Context: an optimization exercise on an open-source flow, tuned for small area. The choices shown serve that exercise and are no tape-out recipe.
Only simulation tests tie the RTL to the original design; equivalence was not proved.
The clock port is modelled as an ideal driver, which makes a skipped or thinned clock tree look cheaper than it is; a real chip needs a root buffer or a tree.
Power is estimated from default activity; no workload was simulated.

build 20:
Design sev_seg_dis, start of the top module:
module sev_seg_dis(
    input rst,
    input btnU,
    input btnC,
    input btnD,
    input clk,
    input btnL,
    input btnR,
    output reg [6:0] seg,
    output [3:0] an,
    output [15:0] led
    );
export LEC_CHECK = 0
export CAP_MARGIN = 0
export CORE_MARGIN = 2
export CORE_UTILIZATION = 40
export CTS_BUF_LIST = sky130_fd_sc_hd__clkbuf_8
export SLEW_MARGIN = 0
create_clock -name core_clock -period 15.0 [get_ports {clk}]
standard.sh (not shown) runs the stock make flow with config.mk's settings and CLKGATE_MAP_FILE= SYNTH_SCRIPT=/design/flow/synth_recipe.tcl, a recipe that flattens the netlist after the stock synthesis.
==> flow/flow/run.sh <==
#!/bin/bash
# Own layout flow: the standard flow, except that synthesis maps the logic
# for area (no full-adder extraction or Kogge-Stone carry chains, and an ABC
# script with &deepsyn and area-oriented mapping). Registers are untouched, so
# they keep the standard synthesis's names and cell types. Port buffers are
# buf_1 cells, and the clock reaches the registers through one level of
# clkbuf_16 cells (cts_fix.tcl) instead of CTS's tree. Every tool's output
# goes to a log in this folder (orfs/logs/... and the *.log files here).
set -euo pipefail
W=$(pwd)
F=$W/flow

# synthesis body: ORFS's synth.tcl with the two changes above
python3 - "$FLOW_HOME/scripts/synth.tcl" "$W/synth_body.tcl" "$F/abc_area.script" <<'PY'
import sys
src, dst, scr = sys.argv[1:4]
t = open(src).read()
a = '"-extra-map $::env(FLOW_HOME)/platforms/common/lcu_kogge_stone.v"'
assert t.count(a) == 1
t = t.replace(a, '""')
a = "if {\n  [env_var_exists_and_non_empty ADDER_MAP_FILE] &&"
assert t.count(a) == 1
t = t.replace(a, "if {\n  0 && [env_var_exists_and_non_empty ADDER_MAP_FILE] &&")
a = "  log_cmd abc {*}$abc_args\n"
assert t.count(a) == 1
t = t.replace(a, "  set abc_args [lreplace $abc_args 1 1 {%s}]\n" % scr + a)
open(dst, "w").write(t)
PY
sed "s#source \$::env(SCRIPTS_DIR)/synth.tcl#source {$W/synth_body.tcl}#" synth_recipe.tcl > my_synth.tcl
grep -q "synth_body.tcl" my_synth.tcl
sed "s#SYNTH_SCRIPT=[^ ]*#SYNTH_SCRIPT=$W/my_synth.tcl#" standard.sh > my_standard.sh
grep -q "SYNTH_SCRIPT=$W/my_synth.tcl" my_standard.sh

# layout up to clock tree synthesis, then a one-level clock tree in place of
# CTS's (cts_fix.tcl), then the rest of the standard flow
bash my_standard.sh BUFFER_PORTS_ARGS="-buffer_cell sky130_fd_sc_hd__buf_1" cts > flow_make_cts.log 2>&1
R=$W/orfs/results/$FLOW_PLATFORM/sev_seg_dis/base
cp "$R/4_cts.odb" "$W/4_cts_ctstool.odb"
IN="$W/4_cts_ctstool.odb" OUT="$R/4_cts.odb" NBUF=3 NX=3 \
  BUFCELL=sky130_fd_sc_hd__clkbuf_16 CLKNET=clk \
  LIB="$FLOW_HOME/platforms/$FLOW_PLATFORM/lib/sky130_fd_sc_hd__tt_025C_1v80.lib" \
  openroad -no_init -exit "$F/cts_fix.tcl" > cts_fix.log 2>&1
touch "$R/4_cts.odb"
bash my_standard.sh BUFFER_PORTS_ARGS="-buffer_cell sky130_fd_sc_hd__buf_1" finish > flow_make.log 2>&1
==> flow/flow/abc_area.script <==
strash
&get -n
&st
&deepsyn -J 20 -T 200
&dch -f
&nf -a -R 1000
&put
==> flow/flow/cts_fix.tcl <==
# Rebuilds the clock tree that CTS built as a single level: the clock port
# drives NBUF clock buffers (BUFCELL), each driving the flip-flops of one of
# NX columns by NBUF/NX rows of the core. CTS's buffers and dummy loads are
# removed. Reads $IN, writes $OUT.
read_liberty $::env(LIB)
read_db $::env(IN)
set db [ord::get_db]
set block [ord::get_db_block]
set nbuf $::env(NBUF)
set master [$db findMaster $::env(BUFCELL)]
set clk [$block findNet $::env(CLKNET)]

# the CTS buffers: everything reached from the clock net through buffers
set bufs {}
set sinks {}
set nets [list $clk]
set seen [dict create]
while {[llength $nets]} {
  set n [lindex $nets 0]
  set nets [lrange $nets 1 end]
  foreach it [$n getITerms] {
    set inst [$it getInst]
    set m [[$inst getMaster] getName]
    if {[$it isOutputSignal]} { continue }
    set drives 0
    foreach o [$inst getITerms] {
      if {[$o isOutputSignal] && [$o getNet] != "NULL"} { set drives 1 }
    }
    set name [$inst getName]
    if {!$drives && ![string match "*df*" $m]} {
      # CTS's dummy loads: cells on the clock whose output drives nothing
      if {![dict exists $seen $name]} { dict set seen $name 1; lappend bufs $inst }
      continue
    }
    if {[string match "*clkbuf*" $m] || [string match "sky130_fd_sc_hd__buf_*" $m]} {
      if {[dict exists $seen $name]} { continue }
      dict set seen $name 1
      lappend bufs $inst
      foreach o [$inst getITerms] {
        if {[$o isOutputSignal] && [$o getNet] != "NULL"} { lappend nets [$o getNet] }
      }
    } else {
      lappend sinks $it
    }
  }
}
puts "cts_fix: [llength $bufs] buffers, [llength $sinks] sinks"

# sinks sorted by x, split into nbuf strips
set xs {}
foreach it $sinks {
  set inst [$it getInst]
  set loc [$inst getLocation]
  lappend xs [list [lindex $loc 0] [lindex $loc 1] $it]
}
set xs [lsort -integer -index 0 $xs]

# remove the old tree
foreach inst $bufs {
  foreach it [$inst getITerms] {
    set n [$it getNet]
    if {$n != "NULL" && $n != $clk} {
      foreach s [$n getITerms] { $s disconnect }
      odb::dbNet_destroy $n
    }
  }
  odb::dbInst_destroy $inst
}

set nx $::env(NX)
set ny [expr {$nbuf / $nx}]
set groups {}
set percol [expr {int(ceil(double([llength $xs]) / $nx))}]
for {set i 0} {$i < $nx} {incr i} {
  set col [lsort -integer -index 1 [lrange $xs [expr {$i * $percol}] [expr {($i + 1) * $percol - 1}]]]
  set perrow [expr {int(ceil(double([llength $col]) / $ny))}]
  for {set j 0} {$j < $ny} {incr j} {
    lappend groups [lrange $col [expr {$j * $perrow}] [expr {($j + 1) * $perrow - 1}]]
  }
}
for {set b 0} {$b < $nbuf} {incr b} {
  set group [lindex $groups $b]
  if {![llength $group]} { continue }
  set sx 0; set sy 0
  foreach g $group { incr sx [lindex $g 0]; incr sy [lindex $g 1] }
  set cx [expr {$sx / [llength $group]}]
  set cy [expr {$sy / [llength $group]}]
  set inst [odb::dbInst_create $block $master "clkfix_buf_$b"]
  $inst setLocation $cx $cy
  $inst setPlacementStatus PLACED
  set net [odb::dbNet_create $block "clkfix_net_$b"]
  $net setSigType CLOCK
  [$inst findITerm A] connect $clk
  [$inst findITerm X] connect $net
  foreach g $group { [lindex $g 2] connect $net }
  puts "cts_fix: buffer $b at $cx $cy drives [llength $group] sinks"
  foreach g $group { set ii [[lindex $g 2] getInst]; if {![string match "*df*" [[$ii getMaster] getName]]} { puts "cts_fix: non-flop sink [$ii getName] [[$ii getMaster] getName]" } }
}
detailed_placement
check_placement
write_db $::env(OUT)
Changes in build 57 relative to build 20:
Settings: SLEW_MARGIN changed from 0 to 20; CAP_MARGIN changed from 0 to 20.
--- a/flow/flow/run.sh
+++ b/flow/flow/run.sh
@@ -2,5 +2,5 @@
 # Own layout flow: the standard flow, except that synthesis maps the logic
 # for area (no full-adder extraction or Kogge-Stone carry chains, and an ABC
-# script with &deepsyn and area-oriented mapping). Registers are untouched, so
+# script with &deepsyn and area-oriented mapping with extra effort). Registers are untouched, so
 # they keep the standard synthesis's names and cell types. Port buffers are
 # buf_1 cells, and the clock reaches the registers through one level of
@@ -37,5 +37,5 @@
 R=$W/orfs/results/$FLOW_PLATFORM/sev_seg_dis/base
 cp "$R/4_cts.odb" "$W/4_cts_ctstool.odb"
-IN="$W/4_cts_ctstool.odb" OUT="$R/4_cts.odb" NBUF=3 NX=3 \
+IN="$W/4_cts_ctstool.odb" OUT="$R/4_cts.odb" NBUF=4 NX=2 \
   BUFCELL=sky130_fd_sc_hd__clkbuf_16 CLKNET=clk \
   LIB="$FLOW_HOME/platforms/$FLOW_PLATFORM/lib/sky130_fd_sc_hd__tt_025C_1v80.lib" \
==> flow/flow/abc_area.script <==
strash
&get -n
&st
&deepsyn -J 20 -T 200
&dch -f
&nf -a -p -C 32 -F 8 -A 4 -R 1000
&put
--- outcome ---
Of build 57 and build 20, the run reporting the higher detailed route wirelength on metal2 was build 20.
Detailed-route via count: build 57 vs build 20 down 2.4%
Cmp build 57 vs build 20: maximum fanout count along the critical path higher in build 57
Measured against build 20, the power dissipated in the clock network of build 57 comes out at 1.15 times the reference value.
First-pass GRT wire length on build 57 is down relative to build 20.
On final core utilization, build 57 and build 20 are neck and neck.
Sequential fraction of design power (lower): build 20
Build 57 did not stop at any stage, and its layout met the timing, design-rule and antenna checks.
Build 57 gives less multi-input logic portion of the cell area than build 20 did.
What build 66 does differently from build 57 at the input level:
--- a/flow/flow/run.sh
+++ b/flow/flow/run.sh
@@ -5,5 +5,6 @@
 # they keep the standard synthesis's names and cell types. Port buffers are
 # buf_1 cells, and the clock reaches the registers through one level of
-# clkbuf_16 cells (cts_fix.tcl) instead of CTS's tree. Every tool's output
+# clkbuf_16 cells (cts_fix.tcl) instead of CTS's tree. Timing-driven global
+# placement keeps none of its trial resizing (GPL_KEEP_OVERFLOW=0). Every tool's output
 # goes to a log in this folder (orfs/logs/... and the *.log files here).
 set -euo pipefail
@@ -34,11 +35,11 @@
 # layout up to clock tree synthesis, then a one-level clock tree in place of
 # CTS's (cts_fix.tcl), then the rest of the standard flow
-bash my_standard.sh BUFFER_PORTS_ARGS="-buffer_cell sky130_fd_sc_hd__buf_1" cts > flow_make_cts.log 2>&1
+bash my_standard.sh GPL_KEEP_OVERFLOW=0 BUFFER_PORTS_ARGS="-buffer_cell sky130_fd_sc_hd__buf_1" cts > flow_make_cts.log 2>&1
 R=$W/orfs/results/$FLOW_PLATFORM/sev_seg_dis/base
 cp "$R/4_cts.odb" "$W/4_cts_ctstool.odb"
-IN="$W/4_cts_ctstool.odb" OUT="$R/4_cts.odb" NBUF=4 NX=2 \
+IN="$W/4_cts_ctstool.odb" OUT="$R/4_cts.odb" NBUF=3 NX=3 \
   BUFCELL=sky130_fd_sc_hd__clkbuf_16 CLKNET=clk \
   LIB="$FLOW_HOME/platforms/$FLOW_PLATFORM/lib/sky130_fd_sc_hd__tt_025C_1v80.lib" \
   openroad -no_init -exit "$F/cts_fix.tcl" > cts_fix.log 2>&1
 touch "$R/4_cts.odb"
-bash my_standard.sh BUFFER_PORTS_ARGS="-buffer_cell sky130_fd_sc_hd__buf_1" finish > flow_make.log 2>&1
+bash my_standard.sh GPL_KEEP_OVERFLOW=0 BUFFER_PORTS_ARGS="-buffer_cell sky130_fd_sc_hd__buf_1" finish > flow_make.log 2>&1
### Flow results
- Fmax down 9.7% in build 66 wrt build 57
- The share of the clock period used by the worst path reported for build 66 is greater than that of build 57 by 5.7 points.
- Compared with build 57, build 66 shows a lower overall fraction of global-route tracks in use.
- Detailed placement HPWL across build 66 and build 57: no real change.
- Higher clock power goes to build 57 over build 66.
- Register share of total power for build 66: 0.6 points up relative to build 57
- On length of the first detailed-routing pass in iterations: between build 66 and build 57, it ends up lower for build 66.
- Going from build 57 to build 66, smallest setup slack after layout shrinks by 860 ps.
- In the flow results for build 66 and build 57, the DRC marker count from the first detailed-route iteration is larger on build 66.
In every run of this note, the design's own scripts or RTL, not TritonCTS, make the clock network.

==> static timing again, ports no longer ideal <==
The flow's constraints put no driver on any port. The routed layouts listed below were extracted and timed again, unchanged, in two steps.
Step 1: set_driving_cell puts a clkbuf_16 on clk and a buf_2 on each other input, an assumption about the parent block.
Step 2 moves the port delays by t, midway between the first and last clock arrival at a register: inputs arrive t later, outputs are due t later. That takes back most of the time a late clock gives input paths.
a / b / c = ideal / step 1 / step 2; a / b = the first two.
run	t (ns)	setup WS [ns]	hold WS [ns]	worst setup path at the end
build 20	0.229	7.173 / 7.220 / 6.990	0.481 / 0.481 / 0.481	input to register
build 57	0.234	7.046 / 7.108 / 6.874	0.492 / 0.492 / 0.492	input to register
build 66	0.232	6.187 / 6.237 / 6.005	0.484 / 0.484 / 0.484	input to register
After both steps every run listed still meets setup and hold. The setup slack of build 20, which loses most, moves by +0.047 ns with the drivers and by -0.183 ns with both steps.
